This is an optimization exercise on Yosys and OpenROAD, whose aim is small area, not a production implementation. No functional check of the RTL was part of any run shown here.

==> flow/design.v (outline; a module is shown in full before it is edited, if it fits) <==
// module tv80_reg: 67 lines
// module tv80_alu: 354 lines
// module tv80_mcode: 2184 lines
// module tv80_core: 1137 lines
// module tv80s: 111 lines
module tv80s
#(
    parameter Mode    = 0,   
    parameter T2Write = 1,   
    parameter IOWait  = 1    
)
(
    input         reset_n, 
    input         clk, 
    input         cen,       
    input         wait_n, 
    input         int_n, 
    input         nmi_n, 
    input         busrq_n, 
    output        busak_n, 
    output        m1_n, 
    output        mreq_n, 
    output        iorq_n, 
    output        rd_n, 
    output        wr_n, 
    output        rfsh_n, 
    output        halt_n, 
    output [15:0] A, 
    input  [7:0]  di,
    output [7:0]  dout
);
  // ...
==> flow/run.sh <==
#!/bin/bash
# synth_recipe.tcl (not shown) runs the flow's synth.tcl, then flattens the netlist and writes it again
# the make line also repeats each setting of config.mk as NAME=value (left out here)
make -C /OpenROAD-flow-scripts/flow DESIGN_CONFIG=/design/flow/config.mk WORK_HOME=/design/flow/orfs CLKGATE_MAP_FILE= SYNTH_SCRIPT=/design/flow/synth_recipe.tcl finish
==> flow/config.mk <==
export PLATFORM = sky130hd
export DESIGN_NAME = tv80s
export DESIGN_NICKNAME = tv80s
export VERILOG_FILES = /design/flow/design.v
export SDC_FILE = /design/flow/constraint.sdc
export NUM_CORES = 8
export LEC_CHECK = 0
export CAP_MARGIN = 20
export CORE_MARGIN = 2
export CORE_UTILIZATION = 40
export SLEW_MARGIN = 20
==> flow/constraint.sdc <==
create_clock -name core_clock -period 10.0 [get_ports {clk}]
set_input_delay 2.0000 -clock core_clock [delete_from_list [all_inputs] [get_ports {clk}]]
set_output_delay 2.0000 -clock core_clock [all_outputs]
set_load 0.01 [all_outputs]
==> reports/results.tsv, run 1 <==
metric	value	unit
outcome	no timing/DRC/antenna violations	
clock latency of the later-clocked register in the worst-skew pair	0.62	ns
most frequent cell after synthesis	sky130_fd_sc_hd__nand2_1	
Synth cell types	120	
clock tree root driver cell	sky130_fd_sc_hd__clkbuf_16	
global routing met2 resource utilization	0.6833	
height of the die	293.4	um
number of standard cells after synthesis	4318	
number of antenna violations at the first check in global routing	13	
post-placement worst setup slack	1.129	ns
adder and majority cell fraction of the synthesized area	0.04249	
average cell area after synthesis	7.761	um^2
final cycle utilization of the critical path	0.9389	
post-synthesis async set-or-reset flop share	0.5465	
half-perimeter wire length after detailed placement	160300	um
placed instance area	0.03579	mm^2
routed vias/inst	7.247	
Non-Clock Inverter Count	146	
total instance count after detailed placement	5318	
Diodes inserted	0	
met3 track demand over resource in global routing	0.1651	
CP startpoint	i_tv80_core.IR[6]$_DFFE_PN0P_	
net count of the finished layout	4405	
Routed met1 length	79170	um
global-route track usage on met1	0.5971	
Arrival @ worst endpoint	9.83	ns
num ports	47	
Hold WC Path Type	register to register	
launch instance of the worst register-to-register path	i_tv80_core.IR[6]$_DFFE_PN0P_	
DR top layer	met5	
mux share of post-synthesis cell area	0.06803	
kind of start point of the critical path	register	
setup_tns	0	ns
Fmax	106.5	MHz
die footprint	0.08611	mm^2
top flop regs	i_tv80_core.i_reg.RegsH x64, i_tv80_core.i_reg.RegsL x64	
start point of the worst min-delay path	i_tv80_core.m1_n$_DFFE_PN1P_	
core outline area	0.08329	mm^2
==> module tv80_alu, before the edit <==
module tv80_alu ( 
  Q, F_Out, 
  Arith16, Z16, ALU_Op, IR, ISet, BusA, BusB, F_In
  );
  parameter		Mode   = 0;
  parameter		Flag_C = 0;
  parameter		Flag_N = 1;
  parameter		Flag_P = 2;
  parameter		Flag_X = 3;
  parameter		Flag_H = 4;
  parameter		Flag_Y = 5;
  parameter		Flag_Z = 6;
  parameter		Flag_S = 7;
  input 		Arith16;
  input 		Z16;
  input [3:0]           ALU_Op ;
  input [5:0]           IR;
  input [1:0]           ISet;
  input [7:0]           BusA;
  input [7:0]           BusB;
  input [7:0]           F_In;
  output [7:0]          Q;
  output [7:0]          F_Out;
  reg [7:0]             Q;
  reg [7:0]             F_Out;
  function [4:0] AddSub4;
    input [3:0] A;
    input [3:0] B;
    input Sub;
    input Carry_In;
    begin
      AddSub4 = { 1'b0, A } + { 1'b0, (Sub)?~B:B } + {4'h0,Carry_In};
    end
  endfunction  
  function [3:0] AddSub3;
    input [2:0] A;
    input [2:0] B;
    input Sub;
    input Carry_In;
    begin
      AddSub3 = { 1'b0, A } + { 1'b0, (Sub)?~B:B } + {3'h0,Carry_In};
    end
  endfunction  
  function [1:0] AddSub1;
    input A;
    input B;
    input Sub;
    input Carry_In;
    begin
      AddSub1 = { 1'b0, A } + { 1'b0, (Sub)?~B:B } + {1'h0,Carry_In};
    end
  endfunction  
  reg UseCarry;
  reg Carry7_v;
  reg OverFlow_v;
  reg HalfCarry_v;
  reg Carry_v;
  reg [7:0] Q_v;
  reg [7:0] BitMask;
  always @*
    begin
      case (IR[5:3])
        3'b000 : BitMask = 8'b00000001;
        3'b001 : BitMask = 8'b00000010;
        3'b010 : BitMask = 8'b00000100; 
        3'b011 : BitMask = 8'b00001000; 
        3'b100 : BitMask = 8'b00010000; 
        3'b101 : BitMask = 8'b00100000; 
        3'b110 : BitMask = 8'b01000000; 
        default: BitMask = 8'b10000000; 
      endcase  
      UseCarry = ~ ALU_Op[2] && ALU_Op[0];
      { HalfCarry_v, Q_v[3:0] } = AddSub4(BusA[3:0], BusB[3:0], ALU_Op[1], ALU_Op[1] ^ (UseCarry && F_In[Flag_C]) );
      { Carry7_v, Q_v[6:4]  } = AddSub3(BusA[6:4], BusB[6:4], ALU_Op[1], HalfCarry_v);
      { Carry_v, Q_v[7] } = AddSub1(BusA[7], BusB[7], ALU_Op[1], Carry7_v);
      OverFlow_v = Carry_v ^ Carry7_v;
    end  
  reg [7:0] Q_t;
  reg [8:0] DAA_Q;
  always @*
    begin
      Q_t = 8'hxx;
      DAA_Q = {9{1'bx}};
      F_Out = F_In;
      case (ALU_Op)
	4'b0000, 4'b0001,  4'b0010, 4'b0011, 4'b0100, 4'b0101, 4'b0110, 4'b0111 :
          begin
	    F_Out[Flag_N] = 1'b0;
	    F_Out[Flag_C] = 1'b0;
	    case (ALU_Op[2:0])
	      3'b000, 3'b001 :  
                begin
		  Q_t = Q_v;
		  F_Out[Flag_C] = Carry_v;
		  F_Out[Flag_H] = HalfCarry_v;
		  F_Out[Flag_P] = OverFlow_v;
                end
	      3'b010, 3'b011, 3'b111 :  
                begin
		  Q_t = Q_v;
		  F_Out[Flag_N] = 1'b1;
		  F_Out[Flag_C] = ~ Carry_v;
		  F_Out[Flag_H] = ~ HalfCarry_v;
		  F_Out[Flag_P] = OverFlow_v;
                end
	      3'b100 :  
                begin
		  Q_t[7:0] = BusA & BusB;
		  F_Out[Flag_H] = 1'b1;
                end
	      3'b101 :  
                begin
		  Q_t[7:0] = BusA ^ BusB;
		  F_Out[Flag_H] = 1'b0;
                end
	      default :  
                begin
		  Q_t[7:0] = BusA | BusB;
		  F_Out[Flag_H] = 1'b0;
                end
	    endcase  
	    if (ALU_Op[2:0] == 3'b111 ) 
              begin  
		F_Out[Flag_X] = BusB[3];
		F_Out[Flag_Y] = BusB[5];
	      end 
            else 
              begin
		F_Out[Flag_X] = Q_t[3];
		F_Out[Flag_Y] = Q_t[5];
	      end
	    if (Q_t[7:0] == 8'b00000000 ) 
              begin
		F_Out[Flag_Z] = 1'b1;
		if (Z16 == 1'b1 ) 
                  begin
		    F_Out[Flag_Z] = F_In[Flag_Z];	 
		  end
	      end 
            else 
              begin
		F_Out[Flag_Z] = 1'b0;
	      end  
	    F_Out[Flag_S] = Q_t[7];
	    case (ALU_Op[2:0])
	      3'b000, 3'b001, 3'b010, 3'b011, 3'b111 :  
                ;
	      default :
	        F_Out[Flag_P] = ~(^Q_t);                    
	    endcase  
	    if (Arith16 == 1'b1 ) 
              begin
		F_Out[Flag_S] = F_In[Flag_S];
		F_Out[Flag_Z] = F_In[Flag_Z];
		F_Out[Flag_P] = F_In[Flag_P];
	      end
          end  
	4'b1100 :
          begin
	    F_Out[Flag_H] = F_In[Flag_H];
	    F_Out[Flag_C] = F_In[Flag_C];
	    DAA_Q[7:0] = BusA;
	    DAA_Q[8] = 1'b0;
	    if (F_In[Flag_N] == 1'b0 ) 
              begin
		if (DAA_Q[3:0] > 9 || F_In[Flag_H] == 1'b1 ) 
                  begin
		    if ((DAA_Q[3:0] > 9) ) 
                      begin
			F_Out[Flag_H] = 1'b1;
		      end 
                    else 
                      begin
			F_Out[Flag_H] = 1'b0;
		      end
		    DAA_Q = DAA_Q + 6;
		  end  
		if (DAA_Q[8:4] > 9 || F_In[Flag_C] == 1'b1 ) 
                  begin
		    DAA_Q = DAA_Q + 96;  
		  end
	      end 
            else 
              begin
		if (DAA_Q[3:0] > 9 || F_In[Flag_H] == 1'b1 ) 
                  begin
		    if (DAA_Q[3:0] > 5 ) 
                      begin
			F_Out[Flag_H] = 1'b0;
		      end
		    DAA_Q[7:0] = DAA_Q[7:0] - 6;
		  end
		if (BusA > 153 || F_In[Flag_C] == 1'b1 ) 
                  begin
		    DAA_Q = DAA_Q - 352;  
		  end
	      end  
	    F_Out[Flag_X] = DAA_Q[3];
	    F_Out[Flag_Y] = DAA_Q[5];
	    F_Out[Flag_C] = F_In[Flag_C] || DAA_Q[8];
	    Q_t = DAA_Q[7:0];
	    if (DAA_Q[7:0] == 8'b00000000 ) 
              begin
		F_Out[Flag_Z] = 1'b1;
	      end 
            else 
              begin
		F_Out[Flag_Z] = 1'b0;
	      end
	    F_Out[Flag_S] = DAA_Q[7];
	    F_Out[Flag_P] = ~ (^DAA_Q);
          end  
	4'b1101, 4'b1110 :
          begin
	    Q_t[7:4] = BusA[7:4];
	    if (ALU_Op[0] == 1'b1 ) 
              begin
		Q_t[3:0] = BusB[7:4];
	      end 
            else 
              begin
		Q_t[3:0] = BusB[3:0];
	      end
	    F_Out[Flag_H] = 1'b0;
	    F_Out[Flag_N] = 1'b0;
	    F_Out[Flag_X] = Q_t[3];
	    F_Out[Flag_Y] = Q_t[5];
	    if (Q_t[7:0] == 8'b00000000 ) 
              begin
		F_Out[Flag_Z] = 1'b1;
	      end 
            else 
              begin
		F_Out[Flag_Z] = 1'b0;
	      end
	    F_Out[Flag_S] = Q_t[7];
            F_Out[Flag_P] = ~(^Q_t);
          end  
	4'b1001 :
          begin
	    Q_t[7:0] = BusB & BitMask;
	    F_Out[Flag_S] = Q_t[7];
	    if (Q_t[7:0] == 8'b00000000 ) 
              begin
		F_Out[Flag_Z] = 1'b1;
		F_Out[Flag_P] = 1'b1;
	      end 
            else 
              begin
		F_Out[Flag_Z] = 1'b0;
		F_Out[Flag_P] = 1'b0;
	      end
	    F_Out[Flag_H] = 1'b1;
	    F_Out[Flag_N] = 1'b0;
	    F_Out[Flag_X] = 1'b0;
	    F_Out[Flag_Y] = 1'b0;
	    if (IR[2:0] != 3'b110 ) 
              begin
		F_Out[Flag_X] = BusB[3];
		F_Out[Flag_Y] = BusB[5];
	      end
          end  
	4'b1010 :
	  Q_t[7:0] = BusB | BitMask;
	4'b1011 :
	  Q_t[7:0] = BusB & ~ BitMask;
	4'b1000 :
          begin
	    case (IR[5:3])
	      3'b000 :  
                begin
		  Q_t[7:1] = BusA[6:0];
		  Q_t[0] = BusA[7];
		  F_Out[Flag_C] = BusA[7];
                end
	      3'b010 :  
                begin
		  Q_t[7:1] = BusA[6:0];
		  Q_t[0] = F_In[Flag_C];
		  F_Out[Flag_C] = BusA[7];
                end
	      3'b001 :  
                begin
		  Q_t[6:0] = BusA[7:1];
		  Q_t[7] = BusA[0];
		  F_Out[Flag_C] = BusA[0];
                end
	      3'b011 :  
                begin                        
		  Q_t[6:0] = BusA[7:1];
		  Q_t[7] = F_In[Flag_C];
		  F_Out[Flag_C] = BusA[0];
                end
	      3'b100 :  
                begin
		  Q_t[7:1] = BusA[6:0];
		  Q_t[0] = 1'b0;
		  F_Out[Flag_C] = BusA[7];
                end
	      3'b110 :  
                begin
		  if (Mode == 3 ) 
                    begin
		      Q_t[7:4] = BusA[3:0];
		      Q_t[3:0] = BusA[7:4];
		      F_Out[Flag_C] = 1'b0;                            
		    end 
                  else 
                    begin
		      Q_t[7:1] = BusA[6:0];
		      Q_t[0] = 1'b1;
		      F_Out[Flag_C] = BusA[7];
		    end  
                end  
	      3'b101 :  
                begin
		  Q_t[6:0] = BusA[7:1];
		  Q_t[7] = BusA[7];
		  F_Out[Flag_C] = BusA[0];
                end
	      default :  
                begin
		  Q_t[6:0] = BusA[7:1];
		  Q_t[7] = 1'b0;
		  F_Out[Flag_C] = BusA[0];
                end
	    endcase  
	    F_Out[Flag_H] = 1'b0;
	    F_Out[Flag_N] = 1'b0;
	    F_Out[Flag_X] = Q_t[3];
	    F_Out[Flag_Y] = Q_t[5];
	    F_Out[Flag_S] = Q_t[7];
	    if (Q_t[7:0] == 8'b00000000 ) 
              begin
		F_Out[Flag_Z] = 1'b1;
	      end 
            else 
              begin
		F_Out[Flag_Z] = 1'b0;
	      end
            F_Out[Flag_P] = ~(^Q_t);
	    if (ISet == 2'b00 ) 
              begin
		F_Out[Flag_P] = F_In[Flag_P];
		F_Out[Flag_S] = F_In[Flag_S];
		F_Out[Flag_Z] = F_In[Flag_Z];
	      end
          end  
	default :
	  ;
      endcase  
      Q = Q_t;
    end  
endmodule  
==> inputs of run 2 (changes only) <==
--- a/flow/design.v
+++ b/flow/design.v
@@ -66,5 +66,4 @@
   assign DOCL = cl;
 endmodule
-`timescale 1ps / 1ps
 module tv80_alu ( 
   Q, F_Out, 
@@ -92,333 +91,140 @@
   reg [7:0]             Q;
   reg [7:0]             F_Out;
-  function [4:0] AddSub4;
-    input [3:0] A;
-    input [3:0] B;
-    input Sub;
-    input Carry_In;
-    begin
-      AddSub4 = { 1'b0, A } + { 1'b0, (Sub)?~B:B } + {4'h0,Carry_In};
-    end
-  endfunction  
-  function [3:0] AddSub3;
-    input [2:0] A;
-    input [2:0] B;
-    input Sub;
-    input Carry_In;
-    begin
-      AddSub3 = { 1'b0, A } + { 1'b0, (Sub)?~B:B } + {3'h0,Carry_In};
-    end
-  endfunction  
-  function [1:0] AddSub1;
-    input A;
-    input B;
-    input Sub;
-    input Carry_In;
-    begin
-      AddSub1 = { 1'b0, A } + { 1'b0, (Sub)?~B:B } + {1'h0,Carry_In};
-    end
-  endfunction  
-  reg UseCarry;
-  reg Carry7_v;
-  reg OverFlow_v;
-  reg HalfCarry_v;
-  reg Carry_v;
-  reg [7:0] Q_v;
+  wire [3:0] lo    = BusA[3:0];
+  wire [3:0] hi    = BusA[7:4];
+  wire       lo_gt9 = lo[3] & (lo[2] | lo[1]);
+  wire       lo_gt5 = lo[3] | (lo[2] & lo[1]);
+  wire       c1    = lo_gt9 | F_In[Flag_H];
+  wire       hi_gt9 = hi[3] & (hi[2] | hi[1]);
+  wire       c2    = F_In[Flag_C] | hi_gt9 | (hi == 4'd9 & lo_gt9);   
+  wire       daa   = (ALU_Op == 4'b1100);
+  wire       sub   = daa ? F_In[Flag_N] : ALU_Op[1];
+  wire       cin   = sub ^ (~ALU_Op[2] & ALU_Op[0] & F_In[Flag_C]);
+  wire [7:0] opb   = daa ? {1'b0, c2, c2, 1'b0, 1'b0, c1, c1, 1'b0} : BusB;
+  wire [7:0] bx    = opb ^ {8{sub}};
+  wire [8:0] sum   = {1'b0, BusA} + {1'b0, bx} + {8'b0, cin};
+  wire       hc    = BusA[4] ^ bx[4] ^ sum[4];    
+  wire       c7    = BusA[7] ^ bx[7] ^ sum[7];    
+  wire       ovf   = sum[8] ^ c7;
+  wire       a_ge60 = BusA[7] | (BusA[6] & BusA[5]);
+  wire       a_ge66 = BusA[7] | (BusA[6] & BusA[5] & (BusA[4] | BusA[3] | (BusA[2] & BusA[1])));
+  wire       a_lt6  = (BusA[7:3] == 5'b0) & ~(BusA[2] & BusA[1]);
+  wire       d8    = F_In[Flag_N] ? (c2 & (c1 ? (a_ge66 | a_lt6) : a_ge60)) : sum[8];
   reg [7:0] BitMask;
-  always @*
-    begin
-      case (IR[5:3])
-        3'b000 : BitMask = 8'b00000001;
-        3'b001 : BitMask = 8'b00000010;
-        3'b010 : BitMask = 8'b00000100; 
-        3'b011 : BitMask = 8'b00001000; 
-        3'b100 : BitMask = 8'b00010000; 
-        3'b101 : BitMask = 8'b00100000; 
-        3'b110 : BitMask = 8'b01000000; 
-        default: BitMask = 8'b10000000; 
-      endcase  
-      UseCarry = ~ ALU_Op[2] && ALU_Op[0];
-      { HalfCarry_v, Q_v[3:0] } = AddSub4(BusA[3:0], BusB[3:0], ALU_Op[1], ALU_Op[1] ^ (UseCarry && F_In[Flag_C]) );
-      { Carry7_v, Q_v[6:4]  } = AddSub3(BusA[6:4], BusB[6:4], ALU_Op[1], HalfCarry_v);
-      { Carry_v, Q_v[7] } = AddSub1(BusA[7], BusB[7], ALU_Op[1], Carry7_v);
-      OverFlow_v = Carry_v ^ Carry7_v;
-    end  
-  reg [7:0] Q_t;
-  reg [8:0] DAA_Q;
-  always @*
-    begin
-      Q_t = 8'hxx;
-      DAA_Q = {9{1'bx}};
-      F_Out = F_In;
-      case (ALU_Op)
-	4'b0000, 4'b0001,  4'b0010, 4'b0011, 4'b0100, 4'b0101, 4'b0110, 4'b0111 :
-          begin
-	    F_Out[Flag_N] = 1'b0;
-	    F_Out[Flag_C] = 1'b0;
-	    case (ALU_Op[2:0])
-	      3'b000, 3'b001 :  
-                begin
-		  Q_t = Q_v;
-		  F_Out[Flag_C] = Carry_v;
-		  F_Out[Flag_H] = HalfCarry_v;
-		  F_Out[Flag_P] = OverFlow_v;
-                end
-	      3'b010, 3'b011, 3'b111 :  
-                begin
-		  Q_t = Q_v;
-		  F_Out[Flag_N] = 1'b1;
-		  F_Out[Flag_C] = ~ Carry_v;
-		  F_Out[Flag_H] = ~ HalfCarry_v;
-		  F_Out[Flag_P] = OverFlow_v;
-                end
-	      3'b100 :  
-                begin
-		  Q_t[7:0] = BusA & BusB;
-		  F_Out[Flag_H] = 1'b1;
-                end
-	      3'b101 :  
-                begin
-		  Q_t[7:0] = BusA ^ BusB;
-		  F_Out[Flag_H] = 1'b0;
-                end
-	      default :  
-                begin
-		  Q_t[7:0] = BusA | BusB;
-		  F_Out[Flag_H] = 1'b0;
-                end
-	    endcase  
-	    if (ALU_Op[2:0] == 3'b111 ) 
-              begin  
-		F_Out[Flag_X] = BusB[3];
-		F_Out[Flag_Y] = BusB[5];
-	      end 
-            else 
-              begin
-		F_Out[Flag_X] = Q_t[3];
-		F_Out[Flag_Y] = Q_t[5];
-	      end
-	    if (Q_t[7:0] == 8'b00000000 ) 
-              begin
-		F_Out[Flag_Z] = 1'b1;
-		if (Z16 == 1'b1 ) 
-                  begin
-		    F_Out[Flag_Z] = F_In[Flag_Z];	 
-		  end
-	      end 
-            else 
-              begin
-		F_Out[Flag_Z] = 1'b0;
-	      end  
-	    F_Out[Flag_S] = Q_t[7];
-	    case (ALU_Op[2:0])
-	      3'b000, 3'b001, 3'b010, 3'b011, 3'b111 :  
-                ;
-	      default :
-	        F_Out[Flag_P] = ~(^Q_t);                    
-	    endcase  
-	    if (Arith16 == 1'b1 ) 
-              begin
-		F_Out[Flag_S] = F_In[Flag_S];
-		F_Out[Flag_Z] = F_In[Flag_Z];
-		F_Out[Flag_P] = F_In[Flag_P];
-	      end
-          end  
-	4'b1100 :
-          begin
-	    F_Out[Flag_H] = F_In[Flag_H];
-	    F_Out[Flag_C] = F_In[Flag_C];
-	    DAA_Q[7:0] = BusA;
-	    DAA_Q[8] = 1'b0;
-	    if (F_In[Flag_N] == 1'b0 ) 
-              begin
-		if (DAA_Q[3:0] > 9 || F_In[Flag_H] == 1'b1 ) 
-                  begin
-		    if ((DAA_Q[3:0] > 9) ) 
-                      begin
-			F_Out[Flag_H] = 1'b1;
-		      end 
-                    else 
-                      begin
-			F_Out[Flag_H] = 1'b0;
-		      end
-		    DAA_Q = DAA_Q + 6;
-		  end  
-		if (DAA_Q[8:4] > 9 || F_In[Flag_C] == 1'b1 ) 
-                  begin
-		    DAA_Q = DAA_Q + 96;  
-		  end
-	      end 
-            else 
-              begin
-		if (DAA_Q[3:0] > 9 || F_In[Flag_H] == 1'b1 ) 
-                  begin
-		    if (DAA_Q[3:0] > 5 ) 
-                      begin
-			F_Out[Flag_H] = 1'b0;
-		      end
-		    DAA_Q[7:0] = DAA_Q[7:0] - 6;
-		  end
-		if (BusA > 153 || F_In[Flag_C] == 1'b1 ) 
-                  begin
-		    DAA_Q = DAA_Q - 352;  
-		  end
-	      end  
-	    F_Out[Flag_X] = DAA_Q[3];
-	    F_Out[Flag_Y] = DAA_Q[5];
-	    F_Out[Flag_C] = F_In[Flag_C] || DAA_Q[8];
-	    Q_t = DAA_Q[7:0];
-	    if (DAA_Q[7:0] == 8'b00000000 ) 
-              begin
-		F_Out[Flag_Z] = 1'b1;
-	      end 
-            else 
-              begin
-		F_Out[Flag_Z] = 1'b0;
-	      end
-	    F_Out[Flag_S] = DAA_Q[7];
-	    F_Out[Flag_P] = ~ (^DAA_Q);
-          end  
-	4'b1101, 4'b1110 :
-          begin
-	    Q_t[7:4] = BusA[7:4];
-	    if (ALU_Op[0] == 1'b1 ) 
-              begin
-		Q_t[3:0] = BusB[7:4];
-	      end 
-            else 
-              begin
-		Q_t[3:0] = BusB[3:0];
-	      end
-	    F_Out[Flag_H] = 1'b0;
-	    F_Out[Flag_N] = 1'b0;
-	    F_Out[Flag_X] = Q_t[3];
-	    F_Out[Flag_Y] = Q_t[5];
-	    if (Q_t[7:0] == 8'b00000000 ) 
-              begin
-		F_Out[Flag_Z] = 1'b1;
-	      end 
-            else 
-              begin
-		F_Out[Flag_Z] = 1'b0;
-	      end
-	    F_Out[Flag_S] = Q_t[7];
-            F_Out[Flag_P] = ~(^Q_t);
-          end  
-	4'b1001 :
-          begin
-	    Q_t[7:0] = BusB & BitMask;
-	    F_Out[Flag_S] = Q_t[7];
-	    if (Q_t[7:0] == 8'b00000000 ) 
-              begin
-		F_Out[Flag_Z] = 1'b1;
-		F_Out[Flag_P] = 1'b1;
-	      end 
-            else 
-              begin
-		F_Out[Flag_Z] = 1'b0;
-		F_Out[Flag_P] = 1'b0;
-	      end
-	    F_Out[Flag_H] = 1'b1;
-	    F_Out[Flag_N] = 1'b0;
-	    F_Out[Flag_X] = 1'b0;
-	    F_Out[Flag_Y] = 1'b0;
-	    if (IR[2:0] != 3'b110 ) 
-              begin
-		F_Out[Flag_X] = BusB[3];
-		F_Out[Flag_Y] = BusB[5];
-	      end
-          end  
-	4'b1010 :
-	  Q_t[7:0] = BusB | BitMask;
-	4'b1011 :
-	  Q_t[7:0] = BusB & ~ BitMask;
-	4'b1000 :
-          begin
-	    case (IR[5:3])
-	      3'b000 :  
-                begin
-		  Q_t[7:1] = BusA[6:0];
-		  Q_t[0] = BusA[7];
-		  F_Out[Flag_C] = BusA[7];
-                end
-	      3'b010 :  
-                begin
-		  Q_t[7:1] = BusA[6:0];
-		  Q_t[0] = F_In[Flag_C];
-		  F_Out[Flag_C] = BusA[7];
-                end
-	      3'b001 :  
-                begin
-		  Q_t[6:0] = BusA[7:1];
-		  Q_t[7] = BusA[0];
-		  F_Out[Flag_C] = BusA[0];
-                end
-	      3'b011 :  
-                begin                        
-		  Q_t[6:0] = BusA[7:1];
-		  Q_t[7] = F_In[Flag_C];
-		  F_Out[Flag_C] = BusA[0];
-                end
-	      3'b100 :  
-                begin
-		  Q_t[7:1] = BusA[6:0];
-		  Q_t[0] = 1'b0;
-		  F_Out[Flag_C] = BusA[7];
-                end
-	      3'b110 :  
-                begin
-		  if (Mode == 3 ) 
-                    begin
-		      Q_t[7:4] = BusA[3:0];
-		      Q_t[3:0] = BusA[7:4];
-		      F_Out[Flag_C] = 1'b0;                            
-		    end 
-                  else 
-                    begin
-		      Q_t[7:1] = BusA[6:0];
-		      Q_t[0] = 1'b1;
-		      F_Out[Flag_C] = BusA[7];
-		    end  
-                end  
-	      3'b101 :  
-                begin
-		  Q_t[6:0] = BusA[7:1];
-		  Q_t[7] = BusA[7];
-		  F_Out[Flag_C] = BusA[0];
-                end
-	      default :  
-                begin
-		  Q_t[6:0] = BusA[7:1];
-		  Q_t[7] = 1'b0;
-		  F_Out[Flag_C] = BusA[0];
-                end
-	    endcase  
-	    F_Out[Flag_H] = 1'b0;
-	    F_Out[Flag_N] = 1'b0;
-	    F_Out[Flag_X] = Q_t[3];
-	    F_Out[Flag_Y] = Q_t[5];
-	    F_Out[Flag_S] = Q_t[7];
-	    if (Q_t[7:0] == 8'b00000000 ) 
-              begin
-		F_Out[Flag_Z] = 1'b1;
-	      end 
-            else 
-              begin
-		F_Out[Flag_Z] = 1'b0;
-	      end
-            F_Out[Flag_P] = ~(^Q_t);
-	    if (ISet == 2'b00 ) 
-              begin
-		F_Out[Flag_P] = F_In[Flag_P];
-		F_Out[Flag_S] = F_In[Flag_S];
-		F_Out[Flag_Z] = F_In[Flag_Z];
-	      end
-          end  
-	default :
-	  ;
-      endcase  
-      Q = Q_t;
-    end  
-endmodule  
+  always @* begin
+    BitMask = 8'b0;
+    BitMask[IR[5:3]] = 1'b1;
+  end
+  reg       rfill;
+  reg [7:0] rot;
+  always @* begin
+    if (IR[3] == 1'b0) begin
+      case (IR[5:4])
+        2'b00: rfill = BusA[7];
+        2'b01: rfill = F_In[Flag_C];
+        2'b10: rfill = 1'b0;
+        default: rfill = 1'b1;
+      endcase
+      rot = {BusA[6:0], rfill};
+    end else begin
+      case (IR[5:4])
+        2'b00: rfill = BusA[0];
+        2'b01: rfill = F_In[Flag_C];
+        2'b10: rfill = BusA[7];
+        default: rfill = 1'b0;
+      endcase
+      rot = {rfill, BusA[7:1]};
+    end
+  end
+  wire parity = ~(^Q);
+  wire zero   = (Q == 8'b0);
+  always @* begin
+    case (ALU_Op)
+      4'b0000, 4'b0001, 4'b0010, 4'b0011, 4'b0111: Q = sum[7:0];
+      4'b0100: Q = BusA & BusB;
+      4'b0101: Q = BusA ^ BusB;
+      4'b0110: Q = BusA | BusB;
+      4'b1100: Q = sum[7:0];
+      4'b1101: Q = {BusA[7:4], BusB[7:4]};
+      4'b1110: Q = {BusA[7:4], BusB[3:0]};
+      4'b1001: Q = BusB & BitMask;
+      4'b1010: Q = BusB | BitMask;
+      4'b1011: Q = BusB & ~BitMask;
+      4'b1000: Q = rot;
+      default: Q = 8'bx;
+    endcase
+  end
+  always @* begin
+    F_Out = F_In;
+    case (ALU_Op)
+      4'b0000, 4'b0001, 4'b0010, 4'b0011, 4'b0100, 4'b0101, 4'b0110, 4'b0111: begin
+        F_Out[Flag_N] = (ALU_Op[2:0] == 3'b010) | (ALU_Op[2:0] == 3'b011) | (ALU_Op[2:0] == 3'b111);
+        if (ALU_Op[2:0] == 3'b100 || ALU_Op[2:0] == 3'b101 || ALU_Op[2:0] == 3'b110) begin
+          F_Out[Flag_C] = 1'b0;
+          F_Out[Flag_H] = (ALU_Op[2:0] == 3'b100);
+          F_Out[Flag_P] = parity;
+        end else begin
+          F_Out[Flag_C] = sum[8] ^ sub;
+          F_Out[Flag_H] = hc ^ sub;
+          F_Out[Flag_P] = ovf;
+        end
+        if (ALU_Op[2:0] == 3'b111) begin
+          F_Out[Flag_X] = BusB[3];
+          F_Out[Flag_Y] = BusB[5];
+        end else begin
+          F_Out[Flag_X] = Q[3];
+          F_Out[Flag_Y] = Q[5];
+        end
+        F_Out[Flag_Z] = zero & (~Z16 | F_In[Flag_Z]);
+        F_Out[Flag_S] = Q[7];
+        if (Arith16) begin
+          F_Out[Flag_S] = F_In[Flag_S];
+          F_Out[Flag_Z] = F_In[Flag_Z];
+          F_Out[Flag_P] = F_In[Flag_P];
+        end
+      end
+      4'b1100: begin
+        F_Out[Flag_H] = F_In[Flag_N] ? (F_In[Flag_H] & ~lo_gt5) : lo_gt9;
+        F_Out[Flag_C] = c2;
+        F_Out[Flag_X] = Q[3];
+        F_Out[Flag_Y] = Q[5];
+        F_Out[Flag_Z] = zero;
+        F_Out[Flag_S] = Q[7];
+        F_Out[Flag_P] = parity ^ d8;
+      end
+      4'b1101, 4'b1110: begin
+        F_Out[Flag_H] = 1'b0;
+        F_Out[Flag_N] = 1'b0;
+        F_Out[Flag_X] = Q[3];
+        F_Out[Flag_Y] = Q[5];
+        F_Out[Flag_Z] = zero;
+        F_Out[Flag_S] = Q[7];
+        F_Out[Flag_P] = parity;
+      end
+      4'b1001: begin
+        F_Out[Flag_S] = Q[7];
+        F_Out[Flag_Z] = zero;
+        F_Out[Flag_P] = zero;
+        F_Out[Flag_H] = 1'b1;
+        F_Out[Flag_N] = 1'b0;
+        F_Out[Flag_X] = (IR[2:0] != 3'b110) & BusB[3];
+        F_Out[Flag_Y] = (IR[2:0] != 3'b110) & BusB[5];
+      end
+      4'b1000: begin
+        F_Out[Flag_C] = IR[3] ? BusA[0] : BusA[7];
+        F_Out[Flag_H] = 1'b0;
+        F_Out[Flag_N] = 1'b0;
+        F_Out[Flag_X] = Q[3];
+        F_Out[Flag_Y] = Q[5];
+        if (ISet != 2'b00) begin
+          F_Out[Flag_S] = Q[7];
+          F_Out[Flag_Z] = zero;
+          F_Out[Flag_P] = parity;
+        end
+      end
+      default: ;
+    endcase
+  end
+endmodule
 `timescale 1ps / 1ps
 module tv80_mcode 
==> run 2 against run 1 <==
Effect of this change: global-route usage is 1.9 points lower; final cell count is 1.6% lower; sequential share of layout area is 0.50 points higher; critical path type unchanged; register-to-register slack better by 1.2 ns; still clean; critical path depth is 1 lower; fmax is 14% higher; clock skew is 0.024 ns lower; setup slack better by 1.2 ns; synthesized cell count is 1.2% lower; hold slack hardly changed.
==> reports/results.tsv, run 2 <==
metric	value	unit	change
outcome	no timing/DRC/antenna violations		unchanged
YS warnings	7		unchanged
number of vias after detailed routing	39090		was 39080
most common cell after layout, fill and taps aside	sky130_fd_sc_hd__nand2_1		unchanged
vias in the first global route	35300		was 36440
post-placement worst setup slack	2.126	ns	was 1.129 ns
setup repair after global routing missed its margin	no		unchanged
category of the worst setup path capture point	register		unchanged
CTS tree	done		unchanged
RD Place Congestion	1.107		was 1.124
WP data required	10.51	ns	was 10.44 ns
max-cap violations	0		unchanged
fraction of final layout cells sized beyond drive strength 1	0.1207		was 0.1169
stage delay of the slowest cell on the critical path	0.72	ns	was 0.61 ns
worst r2r dst	i_tv80_core.PC[15]$_DFFE_PN0P_		was i_tv80_core.i_reg.RegsH[7][6]$_DFFE_PP_
critical path's most frequent cell	sky130_fd_sc_hd__a21oi_1		was sky130_fd_sc_hd__o21ai_0
most used cells in the layout excluding fill and tap cells	sky130_fd_sc_hd__nand2_1 (501), sky130_fd_sc_hd__nor2_1 (414), sky130_fd_sc_hd__a21oi_1 (392)		was sky130_fd_sc_hd__nand2_1 (477), sky130_fd_sc_hd__nor2_1 (404), sky130_fd_sc_hd__a21oi_1 (390)
reg-to-reg slack, setup	1.79	ns	was 0.61 ns
Synth cell types	142		was 120
final core utilization	0.4445		was 0.4472
number of H-tree levels	2		unchanged
highest-delay cell along the critical path	sky130_fd_sc_hd__dfrtp_2		was sky130_fd_sc_hd__dfrtp_1
clock latency of the later-clocked register in the worst-skew pair	0.62	ns	about the same
Initial Util	0.4047		was 0.4023
most frequent cell after synthesis	sky130_fd_sc_hd__nand2_1		unchanged
WHS Endpoint	i_tv80_core.A[7]$_DFFE_PN0P_		was i_tv80_core.m1_n$_DFFE_PN1P_
Arrival @ worst endpoint	8.72	ns	was 9.83 ns
number of standard cells after synthesis	4265		was 4318
Top FF cell, synth	sky130_fd_sc_hd__edfxtp_1		unchanged
R2R depth	29		was 30
antenna viol nets, final	0		unchanged
top flop regs	i_tv80_core.i_reg.RegsH x64, i_tv80_core.i_reg.RegsL x64		unchanged
number of detailed-routing iterations run before antenna repair	15		was 10
number of synthesized flops with an enable pin	156		unchanged
die span in x	292.4	um	was 293.4 um
fin worst setup slack	1.785	ns	was 0.6110 ns
height of the die	292.4	um	was 293.4 um
clock tree root driver cell	sky130_fd_sc_hd__clkbuf_16		unchanged
die footprint	0.08552	mm^2	was 0.08611 mm^2
minimum clock period	8.215	ns	was 9.389 ns
number of antenna violations at the first check in global routing	16		was 13
number of max-slew violations in the final report	0		unchanged
total global-route track usage	0.4516		was 0.4710
final clock skew	0.02195	ns	was 0.04584 ns
area taken by flip-flops and latches	0.009473	mm^2	was 0.009467 mm^2
endpoints failing hold	0		unchanged
number of buffers created by CTS	43		was 41
count of instances resized after the clock tree is built	0		unchanged
top cells by area, synth	sky130_fd_sc_hd__edfxtp_1 (14%), sky130_fd_sc_hd__dfrtp_1 (10%), sky130_fd_sc_hd__a21oi_1 (5.9%), sky130_fd_sc_hd__nand2_1 (5.7%), sky130_fd_sc_hd__nor2_1 (4.8%)		was sky130_fd_sc_hd__edfxtp_1 (14%), sky130_fd_sc_hd__dfrtp_1 (9.9%), sky130_fd_sc_hd__a21oi_1 (5.9%), sky130_fd_sc_hd__nand2_1 (5.4%), sky130_fd_sc_hd__mux2i_1 (5.0%)
net count of the finished layout	4281		was 4405
launch instance of the worst register-to-register path	i_tv80_core.IR[0]$_DFFE_PN0P_		was i_tv80_core.IR[6]$_DFFE_PN0P_
largest net degree at the start of global routing	83		was 77
setup_tns	0	ns	unchanged
kind of start point of the critical path	register		unchanged
WS Path Type	register to register		unchanged
number of port buffers	45		unchanged
Hold WC Path Type	register to register		unchanged
Fmax	121.7	MHz	was 106.5 MHz
detail-routed net length per standard cell	37.66	um	was 38.68 um
Clock Path Buffers	3		unchanged
standard-cell rows	105		was 106
Mapped Nets	4355		was 4442
final WL	199900	um	was 208600 um
remaining global-route overflow	0		unchanged
clock tree sinks	344		unchanged
WHS	0.4821	ns	was 0.4822 ns
start point of the worst min-delay path	i_tv80_core.A[7]$_DFFE_PN0P_		was i_tv80_core.m1_n$_DFFE_PN1P_
num ports	47		unchanged
clock transition at the register clock pins on the worst setup and hold paths after CTS	0.06	ns	was 0.07 ns
crit-path max FO	30		was 14
netlist area before placement	0.03328	mm^2	was 0.03351 mm^2
core outline area	0.08224	mm^2	was 0.08329 mm^2
Worst Hold Path Cells	2		unchanged
count of hold buffers inserted by post-cts repair	0		unchanged
slew at the pin closest to its max-slew limit	1.207	ns	was 1.284 ns
sequential element share of the synthesized area	0.2842		was 0.2822
final cycle utilization of the critical path	0.8215		was 0.9389
Initial DRC Count	6440		was 6092
final number of setup-violating endpoints	0		unchanged
CP startpoint	i_tv80_core.IR[0]$_DFFE_PN0P_		was i_tv80_core.IR[6]$_DFFE_PN0P_
Filler cells	8308		was 8557
proportion of netlist area held by the largest area contributor	0.1408		was 0.1398
wire length of the first global-routing pass	277800	um	was 288500 um
routed vias/inst	7.365		was 7.247
half-perimeter wire length after detailed placement	152600	um	was 160300 um
synthesis-to-finish area growth	9.850	%	was 11.15%
cell type contributing the most total cell area after synthesis	sky130_fd_sc_hd__edfxtp_1		unchanged
number of register bits inferred by synthesis	344		unchanged
Commonest cells post-synth	sky130_fd_sc_hd__nand2_1 (502), sky130_fd_sc_hd__nor2_1 (427), sky130_fd_sc_hd__a21oi_1 (392)		was sky130_fd_sc_hd__nand2_1 (478), sky130_fd_sc_hd__nor2_1 (409), sky130_fd_sc_hd__a21oi_1 (393)
Max transition margin	0.1869		was 0.1353
total area of multi-input combinational cells	0.02205	mm^2	was 0.02225 mm^2
post-synthesis async set-or-reset flop share	0.5465		unchanged
average cell area after synthesis	7.803	um^2	was 7.761 um^2
Remaining DRCs	0		unchanged
post-CTS setup repair buffer count	0		unchanged
[run 2: changes by cell type after synthesis, moves of 25 or more]
cell / change
sky130_fd_sc_hd__o22ai_1: -52
sky130_fd_sc_hd__nand3_1: +26
sky130_fd_sc_hd__mux2i_1: -53
sky130_fd_sc_hd__or3_1: -25
sky130_fd_sc_hd__inv_1: -39
sky130_fd_sc_hd__ha_1: -31
[run 2: routing by layer]
layer / track usage / share of wire / up-vias
met1: 0.6274 / 0.41 / 19230
met5: 0 / 0.00045 / -
li1: - / - / 16130
met4: 0.1749 / 0.047 / 6
met3: 0.1746 / 0.15 / 578
met2: 0.6241 / 0.39 / 3157
[run 2: worst max-delay path: cells and delay by family, from the launching register on]
| kind | cells | cell delay (ns) |
|---|---|---|
| AO/OA/AOI/OAI | 19 | 3.71 |
| adder cells (fa/ha/maj) | 1 | 0.33 |
| buffers and inverters | 1 | 0.47 |
| flip-flops | 1 | 0.72 |
| AND/OR/NAND/NOR | 7 | 2.67 |
| XOR/XNOR | 1 | 0.14 |
[run 2: final cells by class]
| type | count | share of cell area |
|---|---|---|
| tap | 1070 | 0.03662 |
| antenna | 14 | 0.0009583 |
| timing repair buffer | 223 | 0.05048 |
| clock inverter | 20 | 0.007221 |
| sequential | 344 | 0.2591 |
| clock buffer | 58 | 0.03152 |
| inverter | 107 | 0.01099 |
| multi-input combinational | 3472 | 0.6031 |
[run 2: cells by family (layout without fill, tap and decap cells)]
family	after synthesis	after routing	synth area share
simple gates	1564	1564	0.2281
xor+xnor	79	79	0.02102
mux	170	170	0.05357
buf+inv	449	408	0.05902
compound gates	1583	1583	0.3247
flops	344	344	0.2842
fa+ha+maj	75	75	0.02932
other cells	1	15	0.0001127
[run 2: worst max path at each step]
stage	to	slack, ns	depth (start not counted)
finish	i_tv80_core.PC[15]$_DFFE_PN0P_	1.79	29
global placement	i_tv80_core.PC[15]$_DFFE_PN0P_	2.27	29
CTS	i_tv80_core.PC[15]$_DFFE_PN0P_	2.11	29
detailed placement	i_tv80_core.PC[15]$_DFFE_PN0P_	2.13	29
global route	i_tv80_core.TmpAddr[14]$_DFFE_PN0P_	1.38	33
floorplan	i_tv80_core.TmpAddr[14]$_DFFE_PN0P_	2.94	35
[run 2: stage by stage]
step	instances	instance area, um^2
2_1_floorplan	4265	33280
4_1_cts	5293	36500
3_3_place_gp	5215	35070
6_report	5308	36560
5_1_grt	5294	36520
3_5_place_dp	5215	35080

## what the ideal ports hide
No port has a modelled driver above. Below, the same layouts with a new extraction and two added sets of constraints.
Step 1 sets driving cells, clkbuf_16 on the clock port and buf_2 on the other inputs (assumed; they add their load-dependent delay and slew).
Step 2 times the ports against the registers' clock, not the clock port: input delays grow and output delays shrink by t, the midpoint of the rising clock arrivals with the driver on.
Slacks: no drivers / after step 1 / after step 2; pairs: no drivers / after step 1.
| run | t, ns | setup WS [ns] | clock arrival spread, ns |
|---|---|---|---|
| run 1 | 0.665 | 0.611 / 0.611 / 0.611 | 0.046 / 0.045 |
| run 2 | 0.681 | 1.785 / 1.785 / 1.785 | 0.022 / 0.023 |
After both steps setup and hold are still met in every run listed.
